Context: an optimization exercise on an open-source flow, tuned for small area, a short achievable clock period and few clock cycles. The choices shown serve that exercise and are no tape-out recipe.
RTL that was checked went through simulation tests only; none was proved equivalent to the original.
The RTL of run 7 was laid out without a check of its function.
Power and IR drop assume default switching activity.

## flow/design.v (module list and top-level ports; edited modules follow where they fit)
// module Register_File: 52 lines
// module MUL_S1: 796 lines
// module MUL_S2: 122 lines
// module MUL: 12 lines
// module RAM_mem: 21 lines
// module Memory_System: 9 lines
// module UC_FSM: 45 lines
// module MIPS_Multi_Cycle: 234 lines
module MIPS_Multi_Cycle
(
    input clk,
    input reset,
    input   [7:0] GPIO_i,
    output  [31:0] GPIO_o_hex,
    output  [9:0] rom_addr,
    input   [31:0] rom_data
);
  // ...
==> flow/flow/run.sh <==
#!/bin/bash
set -euo pipefail
bash standard.sh SETUP_SLACK_MARGIN=10.5 finish > standard.log 2>&1
==> flow/standard.sh <==
#!/bin/bash
# synth_recipe.tcl (not shown) runs the flow's synth.tcl, then flattens the netlist and writes it again
# the make line also repeats each setting of config.mk as NAME=value (left out here)
make -C /OpenROAD-flow-scripts/flow DESIGN_CONFIG=/design/flow/config.mk WORK_HOME=/design/flow/orfs CLKGATE_MAP_FILE= SYNTH_SCRIPT=/design/flow/synth_recipe.tcl "${@:-finish}"
==> flow/config.mk <==
export PLATFORM = sky130hd
export DESIGN_NAME = MIPS_Multi_Cycle
export DESIGN_NICKNAME = MIPS_Multi_Cycle
export VERILOG_FILES = /design/flow/design.v
export SDC_FILE = /design/flow/constraint.sdc
export NUM_CORES = 8
export LEC_CHECK = 0
export ABC_CLOCK_PERIOD_IN_PS = 3000
export CAP_MARGIN = 30
export CORE_MARGIN = 2
export CORE_UTILIZATION = 60
export CTS_BUF_LIST = sky130_fd_sc_hd__clkbuf_8
export CTS_CLUSTER_DIAMETER = 50
export CTS_CLUSTER_SIZE = 12
export SLEW_MARGIN = 30
==> flow/constraint.sdc <==
create_clock -name core_clock -period 15.0 [get_ports {clk}]
set_input_delay 3.0000 -clock core_clock [delete_from_list [all_inputs] [get_ports {clk}]]
set_output_delay 3.0000 -clock core_clock [all_outputs]
set_load 0.01 [all_outputs]
==> out/summary.txt, run 1 <==
Status -> finished clean
Hold Path Depth -> 0
Dpl cell area -> 0.161 mm²
Critical path cell sequence -> buf_6
CP delay by family, top -> flip-flops
Dominant class by area -> flip-flops and latches
HPWL Detailed -> 390,000 µm
Post-Synthesis Cells -> 10,800
Rows -> 186
Psw -> 8.08 mW
Clk power -> 6.70 mW
Synth warn -> 6
Worst Path Arrival -> 1.85 ns
Combinational family with the most area after synthesis -> compound AO/OA/AOI/OAI gates
Vias -> 119,000
Total nets after synthesis -> 11,200
Largest net degree at the start of global routing -> 87
Layout cells sized above 1 -> 0.135
Clock Tree Buf Depth -> 4
Setup slack after layout -> 10.15 ns
Most frequent cells in the layout -> 3,124 x edfxtp_1, 860 x a221oi_1, 797 x a22o_1
CP startpoint -> port_q[12]
Clock period minus final worst setup slack -> 4.85 ns
Commonest non-fill, non-tap cell in the layout -> edfxtp_1
Final Cycle Share -> 0.323
#MultiIn Comb -> 6,112
Initial DRT Pass Iterations -> 13
WP depth -> 1
Buffer count from post-CTS setup fixing -> 23
Testbench counts, summed over its fixed seeds: cycles 508,117.
==> run 2: changes to the inputs <==
--- a/flow/config.mk
+++ b/flow/config.mk
@@ -10,6 +10,5 @@
 export CORE_MARGIN = 2
-export CORE_UTILIZATION = 60
-export CTS_BUF_LIST = sky130_fd_sc_hd__clkbuf_8
-export CTS_CLUSTER_DIAMETER = 50
-export CTS_CLUSTER_SIZE = 12
+export CORE_UTILIZATION = 66
+export CTS_CLUSTER_DIAMETER = 90
+export CTS_CLUSTER_SIZE = 27
 export SLEW_MARGIN = 30
==> out/summary.txt, run 2 <==
Number of synthesized register bits -> 3,728
# nets final -> 11,000
Post-synthesis cell area -> 0.155 mm²
Worst rel slew slack -> 0.181
First-pass GRT wire length -> 893,000 µm
CTS tree -> done
DRT antenna net count -> 0
Detailed Route Iter0 Violations -> 27,600
R2R Path Start -> e_a[1]
Drc violations -> 0
Leak -> 55.4 nW
Most common library cells after synthesis -> 3,124 x edfxtp_1, 860 x a221oi_1, 797 x a22o_1
Die Span X -> 488 µm
Most used DFF post-synth -> edfxtp_1
Rows -> 177 (-4.8%)
# H-tree levels -> 4
Core area -> 0.233 mm²
Vias per inst -> 8.52
Max reg flops -> 2,048
Final Cycle Share -> 0.306 (-0.0172)
Multi-input gate area -> 0.0453 mm²
GR Util met2 -> 0.754
Synth warn -> 6 (unchanged)
GPL Wtd Cong -> 1.08
Synth unique cells -> 90
Critical path fanouts, max -> 2
Leading registers by flop count -> RAM.ram: 2048 flops, RF.rf: 992 flops, MULT.cs_q: 119 flops
Total nets after synthesis -> 11,200 (unchanged)
CP Launch Type -> flop
Final Setup Violations -> 0
Seq/Total Area, Yosys -> 0.689
Clock period minus final worst setup slack -> 4.59 ns (-0.257 ns)
Max cap viols -> 0
Hold Crit Class -> flop to flop
Placed Instances -> 13,600
Initial core utilization -> 0.665
Crit Path Category -> flop to primary output
CTS Hold Bufs -> 0
Initial antenna violation count -> 64
Most common cell in the netlist -> edfxtp_1
Clock root buffer -> clkbuf_16
RSZ-0062 raised after global routing -> true
GRT Total Usage -> 0.557
Syn_area_per_cell -> 14.3 µm²
Setup TNS Final -> 0 ns
Boundary Pins -> 84
DIE HEIGHT -> 488 µm
Clock slew at reported path FFs -> 0.11 ns
Pwr dens -> 140 mW/mm²
Final hold viol count -> 0
CTS buffer count -> 163
Biggest register -> RAM.ram
Die area -> 0.238 mm²
Seq. cell area -> 0.107 mm²
Synth area leader -> edfxtp_1
Top cells by area, synth -> edfxtp_1 61%, dfxtp_1 6.2%, a221oi_1 4.9%
CP delay by family, top -> flip-flops
Commonest non-fill, non-tap cell in the layout -> edfxtp_1
Layout area overhead -> 7.42%
Met3 Resource Use GR -> 0.276
Worst-Skew Late Latency -> 0.94 ns
Hold Crit Start -> e_sd[7]
HPWL Detailed -> 375,000 µm (-4.0%)
Worst hold slack -> 0.336 ns
Vias -> 119,000 (+0.52%)
Largest net degree at the start of global routing -> 100 (+15%)
Critical path endpoint category -> primary output
Setup slack after layout -> 10.41 ns (+0.257 ns)
Status -> finished clean
Layout Cells excl Fill -> 14,000
Buffers & Inverters on Critical Path -> 1
Area share of the largest cell type after synthesis -> 0.606
CTS Sinks -> 3,728
Max-slew violation count -> 0
Met1 Track Usage GR -> 0.658
Final wirelength -> 672,000 µm
Worst slew pin tran -> 1.23 ns
Layout cells sized above 1 -> 0.106 (-0.0290)
Fmax -> 218 MHz
VDD IR max -> 0.174 mV
Grt total ovfl -> 0
Vias in the first global route -> 108,000
DP Worst Slack -> 9.19 ns
I/O Buffers -> 83
Slowest cell on the critical path -> dfrtp_2
Most frequent cells in the layout -> 3,124 x edfxtp_1, 860 x a221oi_1, 797 x a22o_1
Layout fillers -> 14,900
Number of synthesized flops with an enable pin -> 3,124
Critical path cell sequence -> buf_6
Initial DRT Pass Iterations -> 15 (+2)
CP startpoint -> port_q[16]
Post-Synthesis Cells -> 10,800 (unchanged)
Worst Path Arrival -> 1.59 ns (-0.26 ns)
Setup Skew -> 0.0838 ns
Avg WL per Cell -> 48.0 µm
Grt peak-use layer -> met2
Clock Tree Buf Depth -> 3 (-1)
Worst EP required -> 12.00 ns
Max stage delay on crit path -> 0.52 ns
FFs w/ async S/R, synth -> 0.0343
-- run 2: cell counts after synthesis --
No cell type changed its count.
-- run 2: final cells by class --
cell class	instances	area share
inverter	182	0.00419
clock inverter	37	0.00364
multi-input combinational	6111	0.273
sequential	3728	0.643
antenna	73	0.00110
timing repair buffer	504	0.0251
tap	3132	0.0236
clock buffer	230	0.0266
-- run 2: report_power, final --
part | total (mW) | internal, mW | leakage, nW | switching [mW]
clock network | 5.51 | 2.18 | 2.42 | 3.33
logic | 5.48 | 1.68 | 18.4 | 3.80
registers | 12.3 | 11.8 | 34.5 | 0.446
-- run 2: logic make-up (layout without fill, tap and decap cells) --
| logic type | Yosys count | after routing | synth area share |
|---|---|---|---|
| fa+ha+maj | 339 | 339 | 0.0360 |
| other cells | 0 | 73 | 0 |
| xor+xnor | 241 | 241 | 0.0136 |
| flops | 3728 | 3728 | 0.689 |
| mux | 144 | 144 | 0.0102 |
| simple gates | 1961 | 1962 | 0.0596 |
| buf+inv | 1004 | 953 | 0.0245 |
| compound gates | 3425 | 3425 | 0.167 |
-- run 2: final timing paths --
check / endpoint / slack [ns] / cells after the start
max in group asynchronous: RF.rv[27] / 11.73 / 3
setup reg to reg: ra_q[3] / 10.48 / 15
min in group asynchronous: ra_q[1] / 2.11 / 1
hold reg to reg: m_sd[7] / 0.34 / 0
setup / recovery: GPIO_o_hex[16] / 10.41 / 1
hold / removal: m_sd[7] / 0.34 / 0
-- run 2: per-stage QoR --
step | util | power [mW] | instance area, µm²
after floorplan | - | 15.0 | 155000
after global placement | 0.687 | 17.4 | 160000
after detailed placement | 0.688 | 17.5 | 160000
after CTS | 0.711 | 22.7 | 166000
after global routing | 0.713 | 23.6 | 166000
final | 0.714 | 23.3 | 166000
-- run 2: metal layers --
layer / vias to the layer above / part of all wire
met5: - / 0.00085
met4: 55 / 0.12
met3: 4738 / 0.19
met2: 14600 / 0.40
met1: 56700 / 0.29
li1: 43100 / -
-- run 2: repair_timing --
action / 4_1_cts / 5_1_grt
buffers inserted: 25 / 8
resized for setup: 242 / 35
setup endpoints to repair: 94 / 75
pin swaps: 11 / 4
gates cloned: 4 / 0
==> run 3: changes to the inputs <==
--- a/flow/config.mk
+++ b/flow/config.mk
@@ -10,3 +10,3 @@
 export CORE_MARGIN = 2
-export CORE_UTILIZATION = 66
+export CORE_UTILIZATION = 60
 export CTS_CLUSTER_DIAMETER = 90
==> out/summary.txt, run 3 <==
Worst EP required -> 12.00 ns (about the same)
CP Launch Type -> flop
Crit Path Category -> flop to primary output
Layout area overhead -> 7.89%
Die Span X -> 512 µm (+4.8%)
Buffers & Inverters on Critical Path -> 1 (unchanged)
Number of synthesized register bits -> 3,728 (unchanged)
CTS Sinks -> 3,728 (unchanged)
CP delay by family, top -> flip-flops
Leak -> 55.6 nW (+0.46%)
Worst-Skew Late Latency -> 0.93 ns (about the same)
Area share of the largest cell type after synthesis -> 0.606 (unchanged)
GRT Total Usage -> 0.515 (-0.0418)
Max cap viols -> 0 (unchanged)
M1 WL -> 214,000 µm (+9.9%)
Final Setup Violations -> 0 (unchanged)
Number of synthesized flops with an enable pin -> 3,124 (unchanged)
# nets final -> 11,100 (+0.43%)
Synth warn -> 6 (unchanged)
Leading registers by flop count -> RAM.ram: 2048 flops, RF.rf: 992 flops, MULT.cs_q: 119 flops
Rows -> 186 (+5.1%)
Layout fillers -> 18,500 (+25%)
Seq/Total Area, Yosys -> 0.689 (unchanged)
Largest net degree at the start of global routing -> 87 (-13%)
Top cells by area, synth -> edfxtp_1 61%, dfxtp_1 6.2%, a221oi_1 4.9%
VDD IR max -> 0.146 mV (-16%)
Pwr dens -> 140 mW/mm² (+0.28%)
Final hold viol count -> 0 (unchanged)
Worst rel slew slack -> 0.206 (+0.0255)
Vias -> 117,000 (-1.5%)
Worst slew pin tran -> 1.18 ns (-0.0508 ns)
Critical path cell sequence -> buf_6
Post-Synthesis Cells -> 10,800 (unchanged)
Initial antenna violation count -> 61 (-4.7%)
Final wirelength -> 689,000 µm (+2.5%)
Total design power -> 23.4 mW (+0.72%)
Layout cells sized above 1 -> 0.110 (+0.00445)
Die area -> 0.262 mm² (+9.9%)
CTS Hold Bufs -> 0 (unchanged)
Vias in the first global route -> 107,000 (-1.4%)
Detailed Route Iter0 Violations -> 25,000 (-9.5%)
DR top layer -> met5
Clock period minus final worst setup slack -> 4.57 ns (-0.0186 ns)
Most common library cells after synthesis -> 3,124 x edfxtp_1, 860 x a221oi_1, 797 x a22o_1
Hold Path Depth -> 0 (unchanged)
R2R Path Start -> e_a[3]
Critical path endpoint category -> primary output
Syn_area_per_cell -> 14.3 µm² (unchanged)
Worst hold slack -> 0.333 ns (-0.00328 ns)
Status -> finished clean
Met3 Wirelength -> 119,000 µm (-8.0%)
Post-synthesis cell area -> 0.155 mm² (unchanged)
DIE HEIGHT -> 512 µm (+4.8%)
WP depth -> 1 (unchanged)
Initial core utilization -> 0.603 (-0.0620)
Hold Crit Class -> flop to flop
Hold Crit Start -> e_sd[29]
Most common cell in the netlist -> edfxtp_1
Clock Tree Buf Depth -> 3 (unchanged)
Boundary Pins -> 84 (unchanged)
Most used DFF post-synth -> edfxtp_1
Most frequent cells in the layout -> 3,124 x edfxtp_1, 860 x a221oi_1, 797 x a22o_1
Max reg flops -> 2,048 (unchanged)
Core area -> 0.257 mm² (+10%)
# H-tree levels -> 4 (unchanged)
Clock root buffer -> clkbuf_16
Critical path fanouts, max -> 2 (unchanged)
Final Cycle Share -> 0.305 (-0.00124)
Avg WL per Cell -> 48.3 µm (+0.63%)
Setup Skew -> 0.0997 ns (+0.0159 ns)
Commonest non-fill, non-tap cell in the layout -> edfxtp_1
HPWL Detailed -> 390,000 µm (+4.2%)
Synth unique cells -> 90 (unchanged)
First-pass GRT wire length -> 913,000 µm (+2.3%)
Grt total ovfl -> 0 (unchanged)
Vias per inst -> 8.24 (-3.3%)
Worst Path Arrival -> 1.57 ns (-0.02 ns)
Biggest register -> RAM.ram
Total nets after synthesis -> 11,200 (unchanged)
Routed wl met2 -> 281,000 µm (+5.6%)
GPL Wtd Cong -> 1.02 (-5.4%)
CTS tree -> done
Drc violations -> 0 (unchanged)
Max-slew violation count -> 0 (unchanged)
CTS buffer count -> 169 (+3.7%)
FFs w/ async S/R, synth -> 0.0343 (unchanged)
Initial DRT Pass Iterations -> 12 (-3)
Max stage delay on crit path -> 0.50 ns (-0.02 ns)
Clock slew at reported path FFs -> 0.11 ns (about the same)
Synth area leader -> edfxtp_1
Fmax -> 219 MHz (+0.41%)
R2R cell count -> 14 (-1)
DRT antenna net count -> 0 (unchanged)
Slowest cell on the critical path -> dfrtp_2
RSZ-0062 raised after global routing -> true
Util after Layout -> 0.650 (-0.0637)
CP startpoint -> port_q[12]
I/O Buffers -> 83 (unchanged)
Setup TNS Final -> 0 ns (unchanged)
==> run 3: final timing paths <==
check | end | slack (ns)
worst max register to register | ra_q[3] | 10.49
worst min-delay path | m_sd[29] | 0.33
worst max-delay path | GPIO_o_hex[12] | 10.43
min in group asynchronous | port_q[6] | 2.16
worst min register to register | m_sd[29] | 0.33
max in group asynchronous | f_ms | 11.37
==> run 3: final cells by class <==
class | instances | area [µm²] | share of cell area
antenna | 49 | 123 | 0.000735
sequential | 3728 | 107000 | 0.640
inverter | 182 | 692 | 0.00414
tap | 3384 | 4230 | 0.0254
timing repair buffer | 544 | 4510 | 0.0270
clock inverter | 44 | 722 | 0.00432
multi-input combinational | 6112 | 45400 | 0.272
clock buffer | 209 | 4410 | 0.0264
==> run 3: layer usage <==
| metal | global-route usage | up-vias |
|---|---|---|
| met2 | 0.725 | 12800 |
| met1 | 0.634 | 57600 |
| met3 | 0.203 | 3774 |
| met5 | 0.00420 | - |
| met4 | 0.406 | 42 |
| li1 | - | 43200 |
==> run 3: report_power, final <==
part	total [mW]	internal [mW]	switching, mW
sequential	12.3	11.8	0.432
combinational	5.54	1.67	3.87
clock	5.62	2.22	3.40
==> run 3: through the flow <==
step           setup WS [ns]  instance area, µm²  instances
2_1_floorplan          10.48              155000      10800
3_3_place_gp            9.07              161000      13900
3_5_place_dp            8.99              161000      13900
4_1_cts                10.42              166000      14200
5_1_grt                10.43              167000      14200
6_report               10.43              167000      14300
==> run 3: kinds of logic (layout without fill, tap and decap cells) <==
group	count (synthesis)	count (layout)	synth area share
other cells	0	49	0
fa+ha+maj	339	339	0.0360
mux	144	144	0.0102
xor+xnor	241	241	0.0136
compound gates	3425	3426	0.167
flops	3728	3728	0.689
buf+inv	1004	979	0.0245
simple gates	1961	1962	0.0596
==> run 3: repair_timing <==
action,in CTS,in global routing
cloned,5,0
resized for setup,222,38
pin swaps,11,4
buffers inserted,19,14
endpoints found under the setup margin,97,77
==> run 3: worst register-to-register path, delay by kind of cell (launching register included) <==
| kind | cells | cell delay, ns |
|---|---|---|
| DFF | 1 | 0.35 |
| adders and majority gates | 1 | 0.56 |
| and+or+nand+nor | 2 | 0.60 |
| buffers and inverters | 2 | 0.39 |
| AOI/OAI and AO/OA | 8 | 2.20 |
| muxes | 1 | 0.34 |
==> run 4: changes to the inputs <==
==> flow/flow/run.sh (replaced) <==
#!/bin/bash
set -euo pipefail
bash standard.sh SETUP_SLACK_MARGIN=10.7 finish > standard.log 2>&1
==> out/summary.txt, run 4 <==
DRT antenna net count -> 0 (unchanged)
Fmax -> 211 MHz (-3.3%)
Most used DFF post-synth -> edfxtp_1
Syn_area_per_cell -> 14.3 µm² (unchanged)
First-pass GRT wire length -> 924,000 µm (+1.2%)
Rows -> 186 (unchanged)
Final hold viol count -> 0 (unchanged)
Critical path endpoint category -> flop
I/O Buffers -> 83 (unchanged)
Clk pwr share -> 0.236 (-0.004)
GR Util met2 -> 0.733 (+0.00829)
Initial DRT Pass Iterations -> 10 (-2)
Initial antenna violation count -> 61 (unchanged)
Critical path cell sequence -> inv_1 -> buf_4 -> o32ai_1 -> buf_4 -> nor2_1 -> a21oi_1 -> o21ai_1 -> a21oi_1 -> o21ai_0
Clock root buffer -> clkbuf_16
# nets final -> 11,100 (+0.23%)
Worst reg2reg path endpoint -> e_b[1]
Clock slew at reported path FFs -> 0.11 ns (about the same)
CTS buffer count -> 167 (-1.2%)
Die area -> 0.262 mm² (unchanged)
Grt peak-use layer -> met2
Max stage delay on crit path -> 0.81 ns (+0.31 ns)
Pwr dens -> 141 mW/mm² (+0.29%)
Grt total ovfl -> 0 (unchanged)
Max-slew violation count -> 0 (unchanged)
DIE HEIGHT -> 512 µm (unchanged)
Register share of total power -> 0.519 (-0.005)
Worst-Skew Late Latency -> 0.93 ns (about the same)
Worst Hold Path EP -> m_sd[13]
Most common library cells after synthesis -> 3,124 x edfxtp_1, 860 x a221oi_1, 797 x a22o_1
Hold Crit Class -> flop to flop
Leading registers by flop count -> RAM.ram: 2048 flops, RF.rf: 992 flops, MULT.cs_q: 119 flops
Most frequent cells in the layout -> 3,124 x edfxtp_1, 859 x a221oi_1, 797 x a22o_1
Max cap viols -> 0 (unchanged)
Area share of the largest cell type after synthesis -> 0.606 (unchanged)
Critical path fanouts, max -> 24 (+22)
R2R cell count -> 9 (-5)
Vias per inst -> 8.27 (+0.39%)
Number of synthesized register bits -> 3,728 (unchanged)
CTS Sinks -> 3,728 (unchanged)
Initial core utilization -> 0.603 (unchanged)
Worst Path Arrival -> 5.40 ns (+3.83 ns)
Max reg flops -> 2,048 (unchanged)
Multi-input gate area -> 0.0457 mm² (+0.57%)
Worst EP required -> 15.67 ns (+3.67 ns)
Top cells by area, synth -> edfxtp_1 61%, dfxtp_1 6.2%, a221oi_1 4.9%
Boundary Pins -> 84 (unchanged)
Met3 Resource Use GR -> 0.200 (-0.00222)
Met1 Track Usage GR -> 0.649 (+0.0146)
Detailed Route Iter0 Violations -> 27,600 (+10%)
Clock period minus final worst setup slack -> 4.73 ns (+0.158 ns)
Post-synthesis cell area -> 0.155 mm² (unchanged)
Slowest cell on the critical path -> buf_4
Final wirelength -> 698,000 µm (+1.4%)
Avg WL per Cell -> 48.9 µm (+1.3%)
Biggest register -> RAM.ram
FFs w/ async S/R, synth -> 0.0343 (unchanged)
Internal -> 15.7 mW (about the same)
VDD IR max -> 0.152 mV (+3.7%)
Reg2Reg Setup Slack -> 10.27 ns (-0.22 ns)
Vias -> 118,000 (+0.54%)
Seq/Total Area, Yosys -> 0.689 (unchanged)
Switching part of the total -> 0.332 (+0.00373)
GRT Total Usage -> 0.523 (+0.00753)
GPL Wtd Cong -> 1.00 (-2.0%)
Layout area overhead -> 8.26%
Combinational Power Share -> 0.244 (+0.008)
Most common cell in the netlist -> edfxtp_1
Status -> finished clean
Setup TNS Final -> 0 ns (unchanged)
Core area -> 0.257 mm² (unchanged)
Leak -> 55.8 nW (+0.37%)
# H-tree levels -> 4 (unchanged)
Clock Tree Buf Depth -> 3 (unchanged)
Hold Path Depth -> 0 (unchanged)
Buffers & Inverters on Critical Path -> 3 (+2)
Seq. cell area -> 0.107 mm² (about the same)
Setup Skew -> 0.0993 ns (-0.000406 ns)
Finished layout cell area -> 0.168 mm² (+0.34%)
R2R Path Start -> f_wt
Layout fillers -> 18,400 (-0.87%)
Worst rel slew slack -> 0.143 (-0.0627)
Psw -> 7.84 mW (+1.8%)
Final Setup Violations -> 0 (unchanged)
Post-Synthesis Cells -> 10,800 (unchanged)
CP Launch Type -> flop
CP delay by family, top -> compound AO/OA/AOI/OAI gates
Commonest non-fill, non-tap cell in the layout -> edfxtp_1
Hold Crit Start -> e_sd[13]
Crit Path Category -> flop to flop
Synth area leader -> edfxtp_1
Die Span X -> 512 µm (unchanged)
Vias in the first global route -> 108,000 (+0.58%)
RSZ-0062 raised after global routing -> true
Largest net degree at the start of global routing -> 92 (+5.7%)
Synth unique cells -> 90 (unchanged)
CTS Hold Bufs -> 0 (unchanged)
Final Cycle Share -> 0.315 (+0.0106)
Drc violations -> 0 (unchanged)
Dpl cell area -> 0.161 mm² (about the same)
Number of synthesized flops with an enable pin -> 3,124 (unchanged)
CTS tree -> done
Synth warn -> 6 (unchanged)
Total nets after synthesis -> 11,200 (unchanged)
Layout cells sized above 1 -> 0.115 (+0.00503)
Worst slew pin tran -> 1.28 ns (+0.102 ns)
HPWL Detailed -> 399,000 µm (+2.1%)
## run 4: cell counts after synthesis
No cell type changed its count.
## run 4: how the worst max path moves through the flow
stage	startpoint	end	slack, ns	depth (start not counted)
after detailed placement	e_b[0]	ra_q[0]	9.11	14
after global routing	e_a[21]	ra_q[3]	10.41	14
after global placement	e_b[0]	ra_q[7]	9.22	14
after CTS	port_q[14]	GPIO_o_hex[14]	10.43	1
final	f_wt	e_b[1]	10.27	9
after floorplan	rom_data[28]	ra_q[7]	10.48	8
## run 4: repair_timing
action	4_1_cts	5_1_grt
pin swaps	11	11
resized for setup	265	58
gates cloned	5	0
buffers inserted	29	37
endpoints found under the setup margin	162	150
## run 4: through the flow
| stage | worst slack [ns] | total power, mW | utilization | hold WS (ns) | instances |
|---|---|---|---|---|---|
| 6_report | 10.27 | 23.6 | 0.653 | 0.270 | 14300 |
| 2_1_floorplan | 10.48 | 15.0 | - | 0.310 | 10800 |
| 5_1_grt | 10.41 | 24.0 | 0.652 | 0.277 | 14200 |
| 4_1_cts | 10.43 | 23.1 | 0.649 | 0.282 | 14200 |
| 3_3_place_gp | 9.22 | 17.6 | 0.626 | 0.310 | 13900 |
| 3_5_place_dp | 9.11 | 17.7 | 0.627 | 0.313 | 13900 |
## run 4: area by class of cell
cell class	instances	area share
Sequential cell	3728	0.638
Multi-Input combinational cell	6111	0.273
Timing Repair Buffer	572	0.0291
Clock buffer	205	0.0258
Tap cell	3384	0.0253
Clock inverter	42	0.00436
Inverter	182	0.00418
Antenna cell	48	0.000717
Timing Repair inverter	1	0.0000299
## run 4: cell families (layout without fill, tap and decap cells)
group	after synthesis	after routing	share of synthesized area
buffers and inverters	1004	1002	0.0245
and+or+nand+nor	1961	1962	0.0596
adders and majority gates	339	339	0.0360
xor gates and xnor gates	241	241	0.0136
other	0	48	0
DFF	3728	3728	0.689
muxes	144	144	0.0102
AOI/OAI and AO/OA	3425	3425	0.167
## run 4: power by group through the flow
stage	Sequential (mW)	Clock, mW	Combinational [mW]
detailed placement	12.5	0	5.26
CTS	12.2	5.48	5.39
global route	12.3	5.80	5.90
finish	12.2	5.58	5.76
floorplan	12.3	0	2.63
global placement	12.5	0	5.13
## run 4: metal layers
metal  up-vias  wire (µm)
met3      3797     121000
met2     13300     285000
met4        45      74200
li1      43300          -
met5         -        654
met1     57600     217000
==> module MIPS_Multi_Cycle, before the edit <==
module MIPS_Multi_Cycle
(
    input clk,
    input reset,
    input   [7:0] GPIO_i,
    output  [31:0] GPIO_o_hex,
    output  [9:0] rom_addr,
    input   [31:0] rom_data
);
reg  [9:0]  pc_f;         
reg  [9:0]  ra_q;         
reg         halted;
reg  [31:0] d_ir;
reg  [9:0]  d_pc;
reg  [9:0]  d_pt;         
reg         d_v;
reg  [9:0]  ras0, ras1;
reg  [31:0] e_a, e_b, e_sd;
reg  [9:0]  e_bt;         
reg         e_jr, e_jlate;
reg  [4:0]  e_rd;
reg         e_we, e_beq, e_lw, e_sw, e_mul, e_slt;
reg         e_sdl;
reg  [31:0] m_res, m_sd;
reg  [4:0]  m_rd;
reg         m_we, m_lw, m_sw, m_mul, m_rom, m_sdr;
reg         m_isport, m_isgpio, m_isram, m_ldram;
reg  [63:0] m_wsel;       
reg  [31:0] w_res;
reg  [4:0]  w_rd;
reg         w_we;
reg  [31:0] port_q;
reg  [31:0] port_rb;
reg         port_wr;      
reg  [7:0]  gpio_q;
assign rom_addr   = ra_q;
assign GPIO_o_hex = port_q;
wire       d_stall;       
reg        f_xs, f_xt;    
reg        f_ms, f_mt;    
reg        f_ws, f_wt;    
wire [4:0] d_rs = d_ir[25:21];
wire [4:0] d_rt = d_ir[20:16];
wire is_jr, is_halt, is_jmp, is_jal, is_beq, is_slti, is_mul, is_lw, is_sw;
wire imm_b, const_b, use_rs, use_rt, wen;
wire [4:0] wdest;
UC_FSM DEC (
    .ir(d_ir), .is_jr(is_jr), .is_halt(is_halt), .is_jmp(is_jmp), .is_jal(is_jal),
    .is_beq(is_beq), .is_slti(is_slti), .is_mul(is_mul), .is_lw(is_lw), .is_sw(is_sw),
    .imm_b(imm_b), .const_b(const_b), .use_rs(use_rs), .use_rt(use_rt),
    .wen(wen), .wdest(wdest)
);
wire [31:0] rs_v, rt_v;
Register_File RF (
    .clk(clk), .reset(reset),
    .we(w_we), .wa(w_rd), .wd(w_res),
    .hold(d_stall), .rs_n(rom_data[25:21]), .rt_n(rom_data[20:16]),
    .ra1(d_rs), .ra2(d_rt), .byp1(f_ws), .byp2(f_wt),
    .rd1(rs_v), .rd2(rt_v)
);
wire ex_wr_rs  = f_xs;
wire ex_wr_rt  = f_xt;
wire mem_wr_rs = f_ms;
wire mem_wr_rt = f_mt;
wire e_late    = e_lw | e_mul;
wire m_late    = m_lw | m_mul;     
wire stall_lu = (e_late & (((use_rs | is_jr) & ex_wr_rs) | (use_rt & ex_wr_rt))) |
                (m_late & ((use_rs & mem_wr_rs) | ((use_rt | is_sw) & mem_wr_rt)));
wire        ex_redir;      
wire [9:0]  ex_tgt;
wire        ex_rom;
wire [9:0]  ex_ra;
wire [31:0] x_res;
wire [31:0] mem_res;
assign d_stall = d_v & stall_lu;
wire d_go    = d_v & ~d_stall & ~ex_redir;
wire d_halt  = d_go & is_halt;
wire [4:0] rs_nx = d_stall ? d_rs : rom_data[25:21];
wire [4:0] rt_nx = d_stall ? d_rt : rom_data[20:16];
always @(posedge clk or negedge reset) begin
    if (!reset) begin
        f_xs <= 1'b0; f_xt <= 1'b0; f_ms <= 1'b0; f_mt <= 1'b0; f_ws <= 1'b0; f_wt <= 1'b0;
    end else begin
        f_xs <= d_go & wen & (wdest == rom_data[25:21]);
        f_xt <= d_go & wen & (wdest == rom_data[20:16]);
        f_ms <= e_we & (e_rd == rs_nx);
        f_mt <= e_we & (e_rd == rt_nx);
        f_ws <= m_we & (m_rd == rs_nx);
        f_wt <= m_we & (m_rd == rt_nx);
    end
end
wire [31:0] fwd_rs = ex_wr_rs ? x_res : mem_wr_rs ? mem_res : rs_v;
wire [31:0] fwd_rt = ex_wr_rt ? x_res : mem_wr_rt ? mem_res : rt_v;
wire [31:0] sext = {{16{d_ir[15]}}, d_ir[15:0]};
wire [10:0] pc_inc = {1'b0, d_pc} + 11'd1;
wire [31:0] link = {9'b0, 1'b1, 9'b0, pc_inc[10], pc_inc[9:0], 2'b00};
wire [31:0] cval = is_jal ? link :
                   d_ir[27] ? {d_ir[15:0], 16'b0} :    
                   {24'b0, gpio_q};
wire [31:0] d_b = const_b ? cval :
                  imm_b ? (is_slti ? ~sext : sext) : fwd_rt;
wire [31:0] d_a = const_b ? 32'b0 : fwd_rs;
wire       if_jmp  = (rom_data[31:27] == 5'b00001);
wire       if_jal  = if_jmp & rom_data[26];
wire       if_jr   = (rom_data[31:26] == 6'h00) & (rom_data[5:0] == 6'h08);
wire [9:0] pc_inc1 = pc_f + 10'd1;
wire [9:0] pc_seq  = if_jmp ? rom_data[9:0] : if_jr ? ras0 : pc_inc1;
wire       pc_hold = d_stall | m_rom | halted | d_halt;
wire       if_go   = ~(ex_redir | pc_hold);
wire [9:0] pc_next = ex_redir ? ex_tgt :
                     pc_hold  ? pc_f : pc_seq;
always @(posedge clk or negedge reset) begin
    if (!reset) begin
        ras0 <= 10'd0;
        ras1 <= 10'd0;
    end else if (if_go & if_jal) begin
        ras0 <= pc_inc1;
        ras1 <= ras0;
    end else if (if_go & if_jr) begin
        ras0 <= ras1;
    end
end
always @(posedge clk or negedge reset) begin
    if (!reset) begin
        pc_f   <= 10'd0;
        ra_q   <= 10'd0;
        halted <= 1'b0;
        d_v    <= 1'b0;
    end else begin
        pc_f   <= pc_next;
        ra_q   <= ex_rom ? ex_ra : pc_next;
        if (d_halt) halted <= 1'b1;
        if (ex_redir | ~d_stall)
            d_v <= ~(ex_redir | d_halt | halted | m_rom);
    end
end
always @(posedge clk) begin
    if (~d_stall) begin
        d_ir <= rom_data;
        d_pc <= pc_f;
        d_pt <= ras0;
    end
end
always @(posedge clk or negedge reset) begin
    if (!reset) begin
        e_we <= 1'b0; e_beq <= 1'b0; e_lw <= 1'b0; e_sw <= 1'b0; e_mul <= 1'b0;
        e_slt <= 1'b0; e_sdl <= 1'b0; e_jr <= 1'b0; e_jlate <= 1'b0;
    end else begin
        e_we   <= d_go & wen;
        e_beq  <= d_go & is_beq;
        e_jr   <= d_go & is_jr;
        e_jlate <= m_late & mem_wr_rs;
        e_lw   <= d_go & is_lw;
        e_sw   <= d_go & is_sw;
        e_mul  <= d_go & is_mul;
        e_slt  <= is_slti;
        e_sdl  <= ex_wr_rt & e_late;
    end
end
always @(posedge clk) begin
    e_a  <= d_a;
    e_b  <= d_b;
    e_sd <= fwd_rt;
    e_bt <= is_jr ? d_pt : d_pc + 10'd1 + d_ir[9:0];
    e_rd <= wdest;
end
wire [32:0] sum = {1'b0, e_a} + {1'b0, e_b} + {32'b0, e_slt};
assign x_res = e_slt ? {31'b0, ~sum[32]} : sum[31:0];
wire [9:0] jr_t = e_jlate ? w_res[11:2] : e_a[11:2];
assign ex_redir = (e_beq & (e_a == e_b)) | (e_jr & (jr_t != e_bt));
assign ex_tgt   = e_jr ? jr_t : e_bt;
wire x_port = (sum[31:0] == 32'h003F_FFC0);
wire x_gpio = (sum[31:0] == 32'h003F_FFBC);
wire x_ram  = (sum[31:16] >= 16'h1001);
wire x_ldram = e_lw & x_ram;
assign ex_rom = e_lw & ~x_port & ~x_gpio & ~x_ram;
assign ex_ra  = sum[11:2];
wire [63:0] x_wsel = 64'b1 << sum[7:2];
wire [31:0] mul_p;
MUL MULT (.clk(clk), .a(e_a), .b(e_b), .p(mul_p));
always @(posedge clk or negedge reset) begin
    if (!reset) begin
        m_we <= 1'b0; m_lw <= 1'b0; m_sw <= 1'b0; m_mul <= 1'b0; m_rom <= 1'b0;
        m_sdr <= 1'b0;
    end else begin
        m_we  <= e_we;
        m_lw  <= e_lw;
        m_sw  <= e_sw;
        m_mul <= e_mul;
        m_rom <= ex_rom;
        m_sdr <= e_sdl;
    end
end
always @(posedge clk) begin
    m_res <= x_res;
    m_sd  <= e_sd;
    m_rd  <= e_rd;
    m_isport <= x_port;
    m_isgpio <= x_gpio;
    m_isram  <= x_ram;
    m_ldram  <= x_ldram;
    m_wsel   <= x_wsel;
    gpio_q   <= GPIO_i;
end
wire [31:0] st_d = m_sdr ? w_res : m_sd;
wire [31:0] ram_q, io_q;
RAM_mem RAM (
    .clk(clk), .we(m_sw & m_isram), .wsel(m_wsel), .din(st_d), .dout(ram_q)
);
Memory_System MS (
    .is_port(m_isport), .is_gpio(m_isgpio),
    .port_q(port_rb & {32{port_wr}}), .gpio_q(gpio_q), .io_q(io_q)
);
assign mem_res = m_res;
always @(posedge clk or negedge reset) begin
    if (!reset) begin
        port_q  <= 32'h0;
        port_wr <= 1'b0;
        w_we    <= 1'b0;
    end else begin
        if (m_sw & m_isport) begin
            port_q  <= st_d;
            port_wr <= 1'b1;
        end
        w_we <= m_we;
    end
end
always @(posedge clk) begin
    if (m_sw & m_isport) port_rb <= st_d;
    w_res <= (ram_q & {32{m_ldram}}) | (rom_data & {32{m_rom}}) |
             (m_mul ? mul_p : m_lw ? io_q : m_res);
    w_rd  <= m_rd;
end
endmodule
==> run 5: changes to the inputs <==
--- a/flow/design.v
+++ b/flow/design.v
@@ -1134,2 +1134,13 @@
 wire d_halt  = d_go & is_halt;
+wire [32:0] sum;
+wire        rs0  = (d_rs == 5'd0);
+wire        rt0  = (d_rt == 5'd0);
+wire        z_x  = rt0 ? ex_wr_rs  : ex_wr_rt;      
+wire        z_m  = rt0 ? mem_wr_rs : mem_wr_rt;     
+wire        bz   = is_beq & (rs0 | rt0) & (z_x | z_m);
+wire        z_ex = e_slt ? sum[32] :               
+              &(~(e_a ^ e_b ^ {(e_a[30:0] | e_b[30:0]), 1'b0}));    
+wire        z_is = z_x ? z_ex : (m_res == 32'b0);
+wire        d_btaken = d_go & bz & z_is;
+wire [9:0]  d_bt = d_pc + 10'd1 + d_ir[9:0];
 wire [4:0] rs_nx = d_stall ? d_rs : rom_data[25:21];
@@ -1165,4 +1176,5 @@
 wire       pc_hold = d_stall | m_rom | halted | d_halt;
-wire       if_go   = ~(ex_redir | pc_hold);
+wire       if_go   = ~(ex_redir | d_btaken | pc_hold);
 wire [9:0] pc_next = ex_redir ? ex_tgt :
+                     d_btaken ? d_bt :
                      pc_hold  ? pc_f : pc_seq;
@@ -1190,3 +1202,3 @@
         if (ex_redir | ~d_stall)
-            d_v <= ~(ex_redir | d_halt | halted | m_rom);
+            d_v <= ~(ex_redir | d_btaken | d_halt | halted | m_rom);
     end
@@ -1206,3 +1218,3 @@
         e_we   <= d_go & wen;
-        e_beq  <= d_go & is_beq;
+        e_beq  <= d_go & is_beq & ~bz;
         e_jr   <= d_go & is_jr;
@@ -1220,6 +1232,6 @@
     e_sd <= fwd_rt;
-    e_bt <= is_jr ? d_pt : d_pc + 10'd1 + d_ir[9:0];
+    e_bt <= is_jr ? d_pt : d_bt;
     e_rd <= wdest;
 end
-wire [32:0] sum = {1'b0, e_a} + {1'b0, e_b} + {32'b0, e_slt};
+assign sum = {1'b0, e_a} + {1'b0, e_b} + {32'b0, e_slt};
 assign x_res = e_slt ? {31'b0, ~sum[32]} : sum[31:0];
==> out/summary.txt, run 5 <==
Status -> finished clean
Worst Path Arrival -> 1.65 ns (-3.75 ns)
Syn_area_per_cell -> 14.3 µm² (about the same)
Final Setup Violations -> 0 (unchanged)
Clock Tree Buf Depth -> 4 (+1)
Most used DFF post-synth -> edfxtp_1
Max reg flops -> 2,048 (unchanged)
CTS Hold Bufs -> 0 (unchanged)
Critical path cell sequence -> buf_6
Hold Crit Class -> flop to flop
Util after Layout -> 0.657 (+0.00436)
Pwr dens -> 143 mW/mm² (+1.6%)
Vias in the first global route -> 109,000 (+1.2%)
Seq/Total Area, Yosys -> 0.685 (-0.00341)
# nets final -> 11,200 (+1.2%)
Final wirelength -> 719,000 µm (+3.0%)
Synth warn -> 6 (unchanged)
M1 WL -> 221,000 µm (+1.7%)
Die area -> 0.263 mm² (+0.49%)
Clock slew at reported path FFs -> 0.10 ns (about the same)
Fmax -> 215 MHz (+1.6%)
Buffers & Inverters on Critical Path -> 1 (-2)
First-pass GRT wire length -> 948,000 µm (+2.6%)
Layout cells sized above 1 -> 0.122 (+0.00658)
I/O Buffers -> 83 (unchanged)
Vias per inst -> 8.35 (+0.93%)
Most common cell in the netlist -> edfxtp_1
GPL Wtd Cong -> 1.05 (+4.7%)
DIE HEIGHT -> 513 µm (+0.25%)
Rows -> 186 (unchanged)
Number of synthesized flops with an enable pin -> 3,124 (unchanged)
Initial DRT Pass Iterations -> 13 (+3)
Clock root buffer -> clkbuf_16
Number of synthesized register bits -> 3,728 (unchanged)
Area share of the largest cell type after synthesis -> 0.603 (-0.00301)
DR top layer -> met5
Top cells by area, synth -> edfxtp_1 60%, dfxtp_1 6.1%, a221oi_1 5.0%
DRT antenna net count -> 0 (unchanged)
RSZ-0062 raised after global routing -> true
CTS buffer count -> 177 (+6.0%)
Initial core utilization -> 0.604 (+0.00136)
CTS tree -> done
Boundary Pins -> 84 (unchanged)
Max cap viols -> 0 (unchanged)
Core area -> 0.257 mm² (+0.27%)
Leak -> 56.8 nW (+1.8%)
CP delay by family, top -> flip-flops
Most common library cells after synthesis -> 3,124 x edfxtp_1, 885 x a221oi_1, 815 x a22o_1
Final Cycle Share -> 0.310 (-0.00506)
Setup Skew -> 0.0922 ns (-0.00706 ns)
Setup TNS Final -> 0 ns (unchanged)
Routed wl met2 -> 289,000 µm (+1.1%)
Most frequent cells in the layout -> 3,124 x edfxtp_1, 884 x a221oi_1, 815 x a22o_1
CTS Sinks -> 3,728 (unchanged)
Layout area overhead -> 8.74%
Drc violations -> 0 (unchanged)
Max-slew violation count -> 0 (unchanged)
Total nets after synthesis -> 11,300 (+0.69%)
CP Launch Type -> flop
Leading registers by flop count -> RAM.ram: 2048 flops, RF.rf: 992 flops, MULT.cs_q: 119 flops
Worst slew pin tran -> 1.33 ns (+0.0468 ns)
Largest net degree at the start of global routing -> 85 (-7.6%)
Vias -> 120,000 (+1.7%)
Avg WL per Cell -> 50.0 µm (+2.2%)
Critical path fanouts, max -> 2 (-92%)
# H-tree levels -> 4 (unchanged)
Grt total ovfl -> 0 (unchanged)
Critical path endpoint category -> primary output
Commonest non-fill, non-tap cell in the layout -> edfxtp_1
Synth area leader -> edfxtp_1
FFs w/ async S/R, synth -> 0.0343 (unchanged)
Clock period minus final worst setup slack -> 4.65 ns (-0.0759 ns)
VDD IR max -> 0.176 mV (+16%)
Die Span X -> 513 µm (+0.25%)
Worst-Skew Late Latency -> 0.96 ns (+0.03 ns)
Crit Path Category -> flop to primary output
GRT Total Usage -> 0.535 (+0.0128)
Worst hold slack -> 0.337 ns (+0.0669 ns)
Slowest cell on the critical path -> dfrtp_2
HPWL Detailed -> 412,000 µm (+3.5%)
Detailed Route Iter0 Violations -> 27,900 (+1.2%)
Post-synthesis cell area -> 0.155 mm² (+0.50%)
Max stage delay on crit path -> 0.53 ns (-0.28 ns)
Final hold viol count -> 0 (unchanged)
Met3 Wirelength -> 127,000 µm (+4.7%)
Biggest register -> RAM.ram
Synth unique cells -> 86 (-4.4%)
Worst EP required -> 12.00 ns (-3.67 ns)
Initial antenna violation count -> 49 (-20%)
Worst rel slew slack -> 0.115 (-0.0286)
Post-Synthesis Cells -> 10,900 (+0.42%)
==> run 5: power by group <==
part / switching (mW) / leakage (nW) / internal [mW]
sequential: 0.406 / 34.5 / 11.9
combinational: 4.33 / 19.8 / 1.88
clock: 3.38 / 2.53 / 2.33
==> run 5: logic make-up after synthesis <==
family                   count (synthesis)  share of synthesized area
AND/OR/NAND/NOR                       1837                     0.0564
adder cells (fa/ha/maj)                327                     0.0356
flip-flops                            3728                      0.685
multiplexers                           164                     0.0115
AO/OA/AOI/OAI                         3509                      0.170
buffers and inverters                 1053                     0.0257
XOR/XNOR                               270                     0.0153
==> run 5: final cells by class <==
type / count / area (µm²)
Sequential cell: 3728 / 107000
Fill cell: 18300 / 88300
Multi-Input combinational cell: 6109 / 46300
Timing Repair Buffer: 612 / 5380
Clock buffer: 238 / 4740
Tap cell: 3384 / 4230
Inverter: 233 / 947
Clock inverter: 33 / 504
Antenna cell: 46 / 115
==> run 5: stage by stage <==
stage | worst slack (ns) | cell area (µm²) | power [mW] | cells
final | 10.35 | 169000 | 24.2 | 14400
after CTS | 10.36 | 168000 | 23.6 | 14300
after global placement | 9.25 | 162000 | 18.0 | 14000
after global routing | 10.37 | 169000 | 24.5 | 14400
after detailed placement | 9.19 | 162000 | 18.1 | 14000
after floorplan | 10.39 | 156000 | 15.2 | 10900
==> run 5: what timing repair did <==
item | 4_1_cts | 5_1_grt
pin swaps | 16 | 14
gates cloned | 11 | 2
setup buffers | 45 | 23
resized for setup | 354 | 77
setup endpoints to repair | 178 | 115
endpoints found under the hold margin | 0 | 0
==> run 5: layer usage <==
layer	up-vias	GRT usage
li1	43600	-
met1	58100	0.660
met2	14100	0.743
met3	4215	0.209
met4	33	0.446
met5	-	0.00530
==> run 5: path summary, 6_finish.rpt <==
| check | endpoint | slack, ns | from | cells past startpoint |
|---|---|---|---|---|
| setup / recovery | GPIO_o_hex[22] | 10.35 | port_q[22] | 1 |
| hold / removal | m_sd[17] | 0.34 | e_sd[17] | 0 |
| setup reg to reg | e_b[6] | 10.62 | RF.s2[1] | 9 |
| hold reg to reg | m_sd[17] | 0.34 | e_sd[17] | 0 |
| max in group asynchronous | f_xs | 11.61 | reset | 2 |
| min in group asynchronous | ras1[4] | 2.10 | reset | 1 |
Testbench counts of run 5, summed over its fixed seeds: cycles 499,189.
==> run 6: changes to the inputs <==
==> flow/flow/run.sh (replaced) <==
#!/bin/bash
set -euo pipefail
bash standard.sh SETUP_SLACK_MARGIN=10.5 finish > standard.log 2>&1
==> out/summary.txt, run 6 <==
Max cap viols -> 0 (unchanged)
Layout area overhead -> 8.22%
CTS Sinks -> 3,728 (unchanged)
Avg WL per Cell -> 50.0 µm (about the same)
Initial core utilization -> 0.604 (unchanged)
Syn_area_per_cell -> 14.3 µm² (unchanged)
Boundary Pins -> 84 (unchanged)
Worst Path Arrival -> 1.66 ns (about the same)
CTS buffer count -> 178 (+0.56%)
Worst slew pin tran -> 1.22 ns (-0.111 ns)
Most common cell in the netlist -> edfxtp_1
Clock root buffer -> clkbuf_16
Synth area leader -> edfxtp_1
Most common library cells after synthesis -> 3,124 x edfxtp_1, 885 x a221oi_1, 815 x a22o_1
WP depth -> 1 (unchanged)
First-pass GRT wire length -> 950,000 µm (+0.23%)
Worst rel slew slack -> 0.189 (+0.0738)
Seq/Total Area, Yosys -> 0.685 (unchanged)
Critical path fanouts, max -> 2 (unchanged)
GPL Wtd Cong -> 1.04 (-0.28%)
Grt total ovfl -> 0 (unchanged)
Biggest register -> RAM.ram
DRT antenna net count -> 0 (unchanged)
CTS Hold Bufs -> 0 (unchanged)
CP Launch Type -> flop
Leak -> 56.6 nW (-0.46%)
Core area -> 0.257 mm² (unchanged)
Drc violations -> 0 (unchanged)
Setup TNS Final -> 0 ns (unchanged)
Layout cells sized above 1 -> 0.118 (-0.00443)
Final hold viol count -> 0 (unchanged)
I/O Buffers -> 83 (unchanged)
Final Cycle Share -> 0.311 (+0.000387)
Leading registers by flop count -> RAM.ram: 2048 flops, RF.rf: 992 flops, MULT.cs_q: 119 flops
# nets final -> 11,200 (-0.28%)
Worst-Skew Late Latency -> 0.96 ns (about the same)
R2R Path Start -> e_a[11]
# H-tree levels -> 4 (unchanged)
Vias per inst -> 8.38 (+0.32%)
Top cells by area, synth -> edfxtp_1 60%, dfxtp_1 6.1%, a221oi_1 5.0%
Area share of the largest cell type after synthesis -> 0.603 (unchanged)
Number of synthesized flops with an enable pin -> 3,124 (unchanged)
Critical path cell sequence -> buf_6
Synth unique cells -> 86 (unchanged)
Post-synthesis cell area -> 0.155 mm² (unchanged)
Status -> finished clean
Most frequent cells in the layout -> 3,124 x edfxtp_1, 884 x a221oi_1, 815 x a22o_1
Initial DRT Pass Iterations -> 14 (+1)
Buffers & Inverters on Critical Path -> 1 (unchanged)
Critical path endpoint category -> primary output
Max reg flops -> 2,048 (unchanged)
Clock slew at reported path FFs -> 0.11 ns (about the same)
Fmax -> 215 MHz (-0.12%)
Total design power -> 24.1 mW (-0.33%)
Slowest cell on the critical path -> dfrtp_2
Number of synthesized register bits -> 3,728 (unchanged)
Pwr dens -> 143 mW/mm² (+0.15%)
CTS tree -> done
DIE HEIGHT -> 513 µm (unchanged)
FFs w/ async S/R, synth -> 0.0343 (unchanged)
Initial antenna violation count -> 66 (+35%)
Clock Tree Buf Depth -> 4 (unchanged)
Rows -> 186 (unchanged)
RSZ-0062 raised after global routing -> true
Commonest non-fill, non-tap cell in the layout -> edfxtp_1
Die area -> 0.263 mm² (unchanged)
Most used DFF post-synth -> edfxtp_1
Setup slack after layout -> 10.34 ns (-0.00580 ns)
Max-slew violation count -> 0 (unchanged)
Setup Skew -> 0.113 ns (+0.0210 ns)
Total nets after synthesis -> 11,300 (unchanged)
Detailed Route Iter0 Violations -> 27,900 (-0.011%)
CP startpoint -> port_q[13]
Post-Synthesis Cells -> 10,900 (unchanged)
Crit Path Category -> flop to primary output
Worst reg2reg path endpoint -> e_b[22]
Die Span X -> 513 µm (unchanged)
R2R cell count -> 14 (+5)
Final wirelength -> 718,000 µm (-0.12%)
Worst EP required -> 12.00 ns (about the same)
Hold Path Depth -> 0 (unchanged)
GRT Total Usage -> 0.535 (about the same)
CP delay by family, top -> flip-flops
Final Setup Violations -> 0 (unchanged)
Hold Crit Class -> flop to flop
Reg2Reg Setup Slack -> 10.49 ns (-0.13 ns)
VDD IR max -> 0.167 mV (-5.2%)
HPWL Detailed -> 420,000 µm (+1.7%)
Critical Path Sink -> GPIO_o_hex[13]
Vias in the first global route -> 110,000 (+1.3%)
Util after Layout -> 0.654 (-0.00314)
DP Worst Slack -> 9.08 ns (-0.106 ns)
Largest net degree at the start of global routing -> 88 (+3.5%)
Vias -> 120,000 (+0.10%)
Max stage delay on crit path -> 0.56 ns (+0.03 ns)
Layout fillers -> 18,300 (-0.066%)
Clock period minus final worst setup slack -> 4.66 ns (+0.00580 ns)
Synth warn -> 6 (unchanged)
==> run 6: cell counts after synthesis <==
Identical to the previous run, type by type.
==> run 6: worst min-delay path by stage <==
stage	startpoint	to	slack [ns]
after floorplan	e_sd[0]	m_sd[0]	0.31
after global placement	e_sd[5]	m_sd[5]	0.31
after detailed placement	e_sd[6]	m_sd[6]	0.31
after CTS	e_sd[18]	m_sd[18]	0.30
after global routing	e_sd[18]	m_sd[18]	0.30
final	e_sd[18]	m_sd[18]	0.28
==> run 6: metrics by stage <==
stage               cell area [µm²]  std cells  hold slack, ns
CTS                          167000      14300           0.301
finish                       168000      14400           0.280
global route                 168000      14300           0.304
floorplan                    156000      10900           0.310
global placement             162000      14000           0.311
detailed placement           162000      14000           0.312
==> run 6: worst register-to-register path: stages, from the launching register on <==
cell        delay [ns]
dfxtp_1           0.35
clkbuf_8          0.32
clkinvlp_4        0.26
ha_2              0.43
a21o_1            0.24
a21o_1            0.19
a21oi_2           0.29
a21oi_4           0.14
nor2_1            0.22
nor3b_1           0.10
nor4_1            0.95
nand2_1           0.10
o21ai_0           0.41
a21oi_1           0.26
o21ai_0           0.21
==> run 6: area by class of cell <==
class | instances | area, µm² | area share
tap | 3384 | 4230 | 0.0252
inverter | 233 | 946 | 0.00562
antenna | 53 | 133 | 0.000788
sequential | 3728 | 107000 | 0.635
multi-input combinational | 6107 | 46000 | 0.274
clock inverter | 38 | 503 | 0.00299
timing repair buffer | 581 | 4920 | 0.0292
clock buffer | 228 | 4680 | 0.0278
==> run 6: power by group <==
| group | switching, mW | internal, mW | total [mW] |
|---|---|---|---|
| logic | 4.28 | 1.82 | 6.10 |
| registers | 0.453 | 11.9 | 12.3 |
| clock network | 3.39 | 2.30 | 5.70 |
| total | 8.13 | 16.0 | 24.1 |
==> run 6: what timing repair did <==
action                                  in CTS  in global routing
hold endpoints to repair                     0                  0
resized for setup                          294                 84
cloned                                       1                  2
pin swaps                                    8                 11
endpoints found under the setup margin     120                 69
setup buffers                               26                 30
==> run 6: per-layer routing <==
metal | vias to the layer above | track usage | part of all wire
met1 | 58400 | 0.659 | 0.31
met4 | 52 | 0.442 | 0.11
met3 | 4314 | 0.218 | 0.18
li1 | 43600 | - | -
met2 | 13900 | 0.737 | 0.40
met5 | - | 0.00950 | 0.00095
==> run 6: logic make-up (layout without fill, tap and decap cells) <==
family / count (synthesis) / in the layout / synth area share
AO/OA/AOI/OAI: 3509 / 3509 / 0.170
XOR/XNOR: 270 / 270 / 0.0153
adder cells (fa/ha/maj): 327 / 327 / 0.0356
buffers and inverters: 1053 / 1080 / 0.0257
flip-flops: 3728 / 3728 / 0.685
multiplexers: 164 / 164 / 0.0115
other: 0 / 53 / 0
AND/OR/NAND/NOR: 1837 / 1837 / 0.0564
==> run 7: changes to the inputs <==
--- a/flow/design.v
+++ b/flow/design.v
@@ -1137,8 +1137,11 @@
 wire        rt0  = (d_rt == 5'd0);
+wire        bz   = is_beq & (rs0 | rt0);
 wire        z_x  = rt0 ? ex_wr_rs  : ex_wr_rt;      
 wire        z_m  = rt0 ? mem_wr_rs : mem_wr_rt;     
-wire        bz   = is_beq & (rs0 | rt0) & (z_x | z_m);
+wire [31:0] z_rf = rt0 ? rs_v : rt_v;
 wire        z_ex = e_slt ? sum[32] :               
               &(~(e_a ^ e_b ^ {(e_a[30:0] | e_b[30:0]), 1'b0}));    
-wire        z_is = z_x ? z_ex : (m_res == 32'b0);
+wire        z_is = (rs0 & rt0) ? 1'b1 :
+                   z_x ? z_ex :
+                   z_m ? (m_res == 32'b0) : (z_rf == 32'b0);
 wire        d_btaken = d_go & bz & z_is;
==> out/summary.txt, run 7 <==
Status -> finished clean
Commonest non-fill, non-tap cell in the layout -> edfxtp_1
Layout area overhead -> 8.71%
CTS Sinks -> 3,728 (unchanged)
Synth warn -> 6 (unchanged)
Max-slew violation count -> 0 (unchanged)
Pwr dens -> 141 mW/mm² (-1.5%)
R2R cell count -> 8 (-6)
Worst Hold Path EP -> m_sd[17]
Syn_area_per_cell -> 14.3 µm² (about the same)
Vias in the first global route -> 111,000 (+0.79%)
Clock root buffer -> clkbuf_16
FFs w/ async S/R, synth -> 0.0343 (unchanged)
Hold Path Depth -> 0 (unchanged)
Vias -> 123,000 (+2.0%)
DIE HEIGHT -> 515 µm (+0.31%)
Final wirelength -> 727,000 µm (+1.2%)
Grt total ovfl -> 0 (unchanged)
Total nets after synthesis -> 11,300 (+0.68%)
Synth area leader -> edfxtp_1
CP Launch Type -> flop
Most used DFF post-synth -> edfxtp_1
Top cells by area, synth -> edfxtp_1 60%, dfxtp_1 6.1%, a221oi_1 4.9%
Post-synthesis cell area -> 0.156 mm² (+0.63%)
# nets final -> 11,300 (+0.52%)
Worst Path Arrival -> 5.63 ns (+3.97 ns)
Vias per inst -> 8.47 (+1.1%)
CTS buffer count -> 173 (-2.8%)
Rows -> 187 (+0.54%)
Die area -> 0.265 mm² (+0.63%)
Clk pwr share -> 0.234 (-0.002)
Worst slew pin tran -> 1.21 ns (-0.00458 ns)
Area share of the largest cell type after synthesis -> 0.600 (-0.00378)
Register share of total power -> 0.511 (about the same)
Slowest cell on the critical path -> o21ai_0
Seq/Total Area, Yosys -> 0.681 (-0.00430)
Critical path endpoint category -> flop
CTS tree -> done
Hold Crit Start -> e_sd[17]
HPWL Detailed -> 418,000 µm (-0.42%)
GRT Total Usage -> 0.538 (+0.00285)
Largest net degree at the start of global routing -> 84 (-4.5%)
Most common library cells after synthesis -> 3,124 x edfxtp_1, 877 x a221oi_1, 811 x a22o_1
Core area -> 0.259 mm² (+0.81%)
I/O Buffers -> 83 (unchanged)
Most frequent cells in the layout -> 3,124 x edfxtp_1, 876 x a221oi_1, 811 x a22o_1
Avg WL per Cell -> 50.2 µm (+0.38%)
Combinational Power Share -> 0.254 (about the same)
Initial antenna violation count -> 66 (unchanged)
Biggest register -> RAM.ram
Final hold viol count -> 0 (unchanged)
Seq. cell area -> 0.107 mm² (about the same)
Max stage delay on crit path -> 0.88 ns (+0.32 ns)
Multi-input gate area -> 0.0472 mm² (+2.5%)
VDD IR max -> 0.216 mV (+30%)
Final Cycle Share -> 0.330 (+0.0197)
Die Span X -> 515 µm (+0.31%)
GPL Wtd Cong -> 1.02 (-2.4%)
Total design power -> 24.0 mW (-0.40%)
Initial core utilization -> 0.603 (-0.00108)
Reg2Reg Setup Slack -> 10.05 ns (-0.44 ns)
R2R Path Start -> f_wt
Hold Crit Class -> flop to flop
Setup TNS Final -> 0 ns (unchanged)
Max cap viols -> 0 (unchanged)
Switching part of the total -> 0.336 (-0.00110)
Initial DRT Pass Iterations -> 22 (+8)
Synth unique cells -> 93 (+8.1%)
# H-tree levels -> 4 (unchanged)
Leak -> 56.7 nW (+0.26%)
Setup Skew -> 0.106 ns (-0.00674 ns)
Worst rel slew slack -> 0.191 (+0.00195)
Final Setup Violations -> 0 (unchanged)
Critical path fanouts, max -> 26 (+24)
Worst reg2reg path endpoint -> e_b[12]
Worst EP required -> 15.68 ns (+3.68 ns)
Worst-Skew Late Latency -> 0.98 ns (+0.02 ns)
Internal -> 15.9 mW (-0.24%)
Fmax -> 202 MHz (-6.0%)
DRT antenna net count -> 0 (unchanged)
RSZ-0062 raised after global routing -> true
First-pass GRT wire length -> 959,000 µm (+0.96%)
Crit Path Category -> flop to flop
Critical path cell sequence -> buf_4 -> inv_1 -> buf_4 -> o32a_1 -> mux2i_1 -> o21ai_0 -> a21oi_1 -> o21ai_0
Most common cell in the netlist -> edfxtp_1
Detailed Route Iter0 Violations -> 29,200 (+4.6%)
Clock period minus final worst setup slack -> 4.95 ns (+0.295 ns)
Layout cells sized above 1 -> 0.123 (+0.00535)
Layout fillers -> 18,400 (+0.63%)
Leading registers by flop count -> RAM.ram: 2048 flops, RF.rf: 992 flops, MULT.cs_q: 119 flops
Psw -> 8.07 mW (-0.73%)
Clock Tree Buf Depth -> 4 (unchanged)
Number of synthesized flops with an enable pin -> 3,124 (unchanged)
Boundary Pins -> 84 (unchanged)
Clock slew at reported path FFs -> 0.12 ns (about the same)
Drc violations -> 0 (unchanged)
Post-Synthesis Cells -> 11,000 (+0.71%)
Max reg flops -> 2,048 (unchanged)
Number of synthesized register bits -> 3,728 (unchanged)
## run 7: cell types whose count changed after synthesis, sizes merged, moves of 19 or more
| cell | before | now |
|---|---|---|
| nor2 | 656 | 565 |
| a21oi | 515 | 437 |
| o32ai | 65 | 0 |
| o32a | 0 | 64 |
| a211oi | 143 | 189 |
| clkbuf | 664 | 698 |
| nand3 | 162 | 187 |
| inv | 224 | 244 |
| nor4 | 62 | 81 |
## run 7: layout make-up
class / instances / share of cell area
clock inverters: 36 / 0.00282
multi-input cells: 6141 / 0.277
repair buffers: 588 / 0.0318
well taps: 3402 / 0.0250
flip-flops and latches: 3728 / 0.628
diodes: 88 / 0.00129
clock buffers: 237 / 0.0271
inverters: 255 / 0.00628
## run 7: per-stage QoR
step | setup WS, ns | cells | instance area [µm²] | utilization | hold slack, ns
floorplan | 10.38 | 11000 | 157000 | - | 0.310
global placement | 8.51 | 14000 | 162000 | 0.624 | 0.311
detailed placement | 8.49 | 14000 | 162000 | 0.625 | 0.312
CTS | 10.34 | 14300 | 169000 | 0.651 | 0.331
global route | 10.34 | 14400 | 170000 | 0.655 | 0.340
finish | 10.05 | 14500 | 170000 | 0.656 | 0.328
## run 7: timing repair
item                       in CTS  in global routing
gates cloned                   13                  4
setup endpoints to repair     187                 74
gates resized for setup       430                 70
pin swaps                      23                 10
setup buffers                  56                 42
hold buffers                    0                  0
## run 7: logic make-up (layout without fill, tap and decap cells)
| logic type | after synthesis | in the layout | share of synthesized area |
|---|---|---|---|
| DFF | 3728 | 3728 | 0.681 |
| AOI/OAI and AO/OA | 3540 | 3541 | 0.173 |
| and+or+nand+nor | 1829 | 1829 | 0.0572 |
| buffers and inverters | 1097 | 1116 | 0.0266 |
| adders and majority gates | 327 | 327 | 0.0353 |
| xor gates and xnor gates | 260 | 260 | 0.0146 |
| muxes | 184 | 184 | 0.0127 |
| other | 0 | 88 | 0 |
## run 7: worst max-delay path by stage
stage | start | endpoint | slack (ns) | depth (start not counted)
final | f_wt | e_b[12] | 10.05 | 8
after global routing | port_q[23] | GPIO_o_hex[23] | 10.34 | 1
after CTS | port_q[18] | GPIO_o_hex[18] | 10.34 | 1
after detailed placement | e_b[6] | ra_q[3] | 8.49 | 14
after global placement | e_b[6] | ra_q[5] | 8.51 | 14
after floorplan | rom_data[31] | ra_q[9] | 10.38 | 8
## run 7: per-layer routing
| metal | vias to the layer above | track usage | share of wire |
|---|---|---|---|
| li1 | 44100 | - | - |
| met1 | 59100 | 0.654 | 0.31 |
| met2 | 14700 | 0.746 | 0.40 |
| met3 | 4674 | 0.226 | 0.18 |
| met4 | 44 | 0.444 | 0.12 |
| met5 | - | 0.00822 | 0.00072 |
## run 7: worst max-delay path: cells and delay by family, from the launching register on
| family | cells | cell delay [ns] |
|---|---|---|
| muxes | 1 | 0.28 |
| DFF | 1 | 0.66 |
| AOI/OAI and AO/OA | 4 | 2.36 |
| buffers and inverters | 3 | 1.30 |
## run 7: power by group through the flow
stage	Clock, mW	Combinational (mW)	Sequential [mW]
6_report	5.63	6.11	12.3
4_1_cts	5.52	5.62	12.2
5_1_grt	5.83	6.21	12.3
3_3_place_gp	0	5.32	12.5
2_1_floorplan	0	2.74	12.3
3_5_place_dp	0	5.39	12.5

-- re-timing with driven ports --
Ports are ideal in the flow. The routed layouts listed here were re-timed in OpenROAD.
Step 1: set_driving_cell puts a clkbuf_16 on clk and a buf_2 on each other input, an assumption about the parent block.
Step 2 also shifts input and output timing later by t, the mid clock arrival at the registers, as if the neighbouring blocks saw the same clock.
Slacks: ideal ports / drivers / drivers and shift; pairs: ideal ports / drivers.
| run | t, ns | setup WS [ns] | hold slack, ns | worst setup path after step 2 |
|---|---|---|---|---|
| run 1 | 1.249 | 10.153 / 10.048 / 9.441 | 0.303 / 0.303 / 0.303 | input to register |
| run 2 | 1.008 | 10.410 / 10.300 / 9.677 | 0.336 / 0.336 / 0.336 | input to register |
| run 3 | 0.992 | 10.428 / 10.319 / 9.663 | 0.333 / 0.333 / 0.333 | input to register |
| run 4 | 1.006 | 10.270 / 10.270 / 9.662 | 0.270 / 0.270 / 0.270 | input to register |
| run 5 | 1.028 | 10.346 / 10.245 / 9.622 | 0.337 / 0.337 / 0.337 | input to register |
| run 6 | 1.007 | 10.340 / 10.237 / 9.465 | 0.280 / 0.280 / 0.280 | input to register |
| run 7 | 1.039 | 10.045 / 10.045 / 9.555 | 0.328 / 0.328 / 0.328 | input to register |
After both steps setup and hold are still met in every run listed. For run 6, which loses most, drivers alone change the setup slack by -0.103 ns; drivers and shift together by -0.875 ns.
